Source: an optimization exercise on an open RTL-to-GDS flow (aim: small area and a short achievable clock period). Production flows keep margins and buffers that such runs may drop.
Where RTL was checked, it was by simulation tests only, not by an equivalence proof against the original.
Power is estimated from default activity; no workload was simulated.

Setup of the reference run:
// processor
module processor (clk, reset, imem_addr, imem_data, dmem_addr, dmem_wdata, dmem_we, dmem_re, dmem_rdata);
Size in the first run: ~2900 cells after synthesis, about 730 flip-flops, about 35000 µm² of cells after synthesis.
make LEC_CHECK=0 CAP_MARGIN=20 CORE_MARGIN=2 CORE_UTILIZATION=40 SETUP_SLACK_MARGIN=5.0 SLEW_MARGIN=20 SYNTH_HIERARCHICAL=1 SYNTH_MINIMUM_KEEP_SIZE=0 finish   # period 8.5 ns
run.sh (not shown) runs the stock make flow with config.mk's settings and CLKGATE_MAP_FILE= SYNTH_SCRIPT=/design/flow/synth_recipe.tcl, a recipe that flattens the netlist after the stock synthesis.
### the reference run -> the trial run
diff --git a/flow/design.v b/flow/design.v
--- a/flow/design.v
+++ b/flow/design.v
@@ -105,20 +105,27 @@
 	wire wr = is_alu | is_lit | is_ld | is_jal;
 	wire [31:0] ex_res;
 	wire [31:0] pc_p1 = pc_p + 32'd1;
 	wire [12:0] pc_t1 = {1'b0, pc_t} + 13'd1;
 	wire [31:0] pc1 = pc_tk ? {19'd0, pc_t1} : pc_p1;
 	wire [31:0] imm = {{16{I[15]}}, I[15:0]};
-	wire [15:0] dec_a = 16'd1 << ra_idx;
-	wire [15:0] dec_b = 16'd1 << rb_idx;
-	wire fa_ex = ~is_jmp & ex_fw & (ex_dst == ra_idx);
-	wire fa_wb = ~is_jmp & ~fa_ex & wb_fw & (wb_dst == ra_idx);
-	wire fb_ex = ~is_lit & ex_fw & (ex_dst == rb_idx);
-	wire fb_wb = ~is_lit & ~fb_ex & wb_fw & (wb_dst == rb_idx);
-	wire [15:0] sa = dec_a & {16{~(fa_ex | fa_wb)}};
-	wire [15:0] sb = dec_b & {16{~(is_lit | fb_ex | fb_wb)}};
+	wire [15:0] d74 = 16'd1 << I[7:4];
+	wire [15:0] d30 = 16'd1 << I[3:0];
+	wire [15:0] d1916 = 16'd1 << I[19:16];
+	wire [15:0] d1512 = 16'd1 << I[15:12];
+	wire ca74 = is_alu | is_st;
+	wire [15:0] dec_a = (d74 & {16{ca74}}) | (d30 & {16{is_ld}}) | (d1916 & {16{is_lit}}) | (d1512 & {16{is_jmp}});
+	wire [15:0] dec_b = d30;
+	wire [15:0] m_ex = {16{ex_fw}} & (16'd1 << ex_dst);
+	wire [15:0] m_wb = {16{wb_fw}} & (16'd1 << wb_dst) & ~m_ex;
+	wire fa_ex = ~is_jmp & |(dec_a & m_ex);
+	wire fa_wb = ~is_jmp & |(dec_a & m_wb);
+	wire fb_ex = ~is_lit & |(d30 & m_ex);
+	wire fb_wb = ~is_lit & |(d30 & m_wb);
+	wire [15:0] sa = dec_a & ~({16{~is_jmp}} & (m_ex | m_wb));
+	wire [15:0] sb = d30 & ~({16{is_lit}} | m_ex | m_wb);
 	wire [31:0] a_rd, b_rd;
 	genvar gi;
 	generate
 		for (gi = 0; gi < 32; gi = gi + 1) begin : rd
 			wire [15:0] col = {rf[15][gi], rf[14][gi], rf[13][gi], rf[12][gi], rf[11][gi], rf[10][gi], rf[9][gi], rf[8][gi],
 			                   rf[7][gi], rf[6][gi], rf[5][gi], rf[4][gi], rf[3][gi], rf[2][gi], rf[1][gi], rf[0][gi]};
## What came out
Diff the reference run -> the trial run | number of buffers added for setup after CTS | increase of about 70%. Count of clock-buffer cells in the layout in the trial run is 5 above the reference run. The trial run vs the reference run: overall die area up in the trial run. [compare] base=the reference run new=the trial run: flip-flop and latch share of the layout cell area down 1.8 points, clock power held steady. Looking at beginning of the critical path, the imem_data[8] result is from the reference run; the imem_data[31] one comes from the trial run. Against the reference run, the trial run reports a via count that is higher. Summary of the trial run over the reference run: share of total power consumed by net switching decreased 0.37 points; clock insertion delay at the later pin of the skew report up 0.03 ns; number of antenna violations at the first check in global routing decreased 3; starting utilization of the core area -0.32 points; layout overhead on the synthesized area increased by 2.9 points relative to the old numbers. When the trial run is set beside the reference run, its share of the clock period used by the worst path turns out to be 3.8 points smaller. The estimated power of the trial run ends up lower than the estimate for the reference run.
No functional check of the RTL was part of the reference run.

==> what the ideal ports hide <==
How much do the figures lean on ideal ports? The routed layouts below were timed once more, with nothing changed but the port constraints. Step 1 (the two cells are an assumption about what drives the block):
set clk [get_ports {clk}]
set_driving_cell -lib_cell sky130_fd_sc_hd__clkbuf_16 $clk
set_driving_cell -lib_cell sky130_fd_sc_hd__buf_2 [delete_from_list [all_inputs] $clk]
Step 2 times the ports against the registers' clock, not the clock port: input delays grow and output delays shrink by t, the midpoint of the rising clock arrivals with the driver on. Slacks: ideal ports / drivers / drivers and shift; pairs: ideal ports / drivers.
run | t, ns | setup WS [ns] | hold slack, ns | clock arrival spread, ns | pins driven straight from the clock port
the reference run | 0.674 | 4.058 / 4.020 / 3.345 | 0.421 / 0.421 / 0.421 | 0.039 / 0.039 | 1
the trial run | 0.708 | 4.383 / 4.372 / 3.664 | 0.460 / 0.460 / 0.460 | 0.042 / 0.042 | 1
After both steps setup and hold are still met in every run listed. The setup slack of the trial run, which loses most, moves by -0.011 ns with the drivers and by -0.719 ns with both steps.
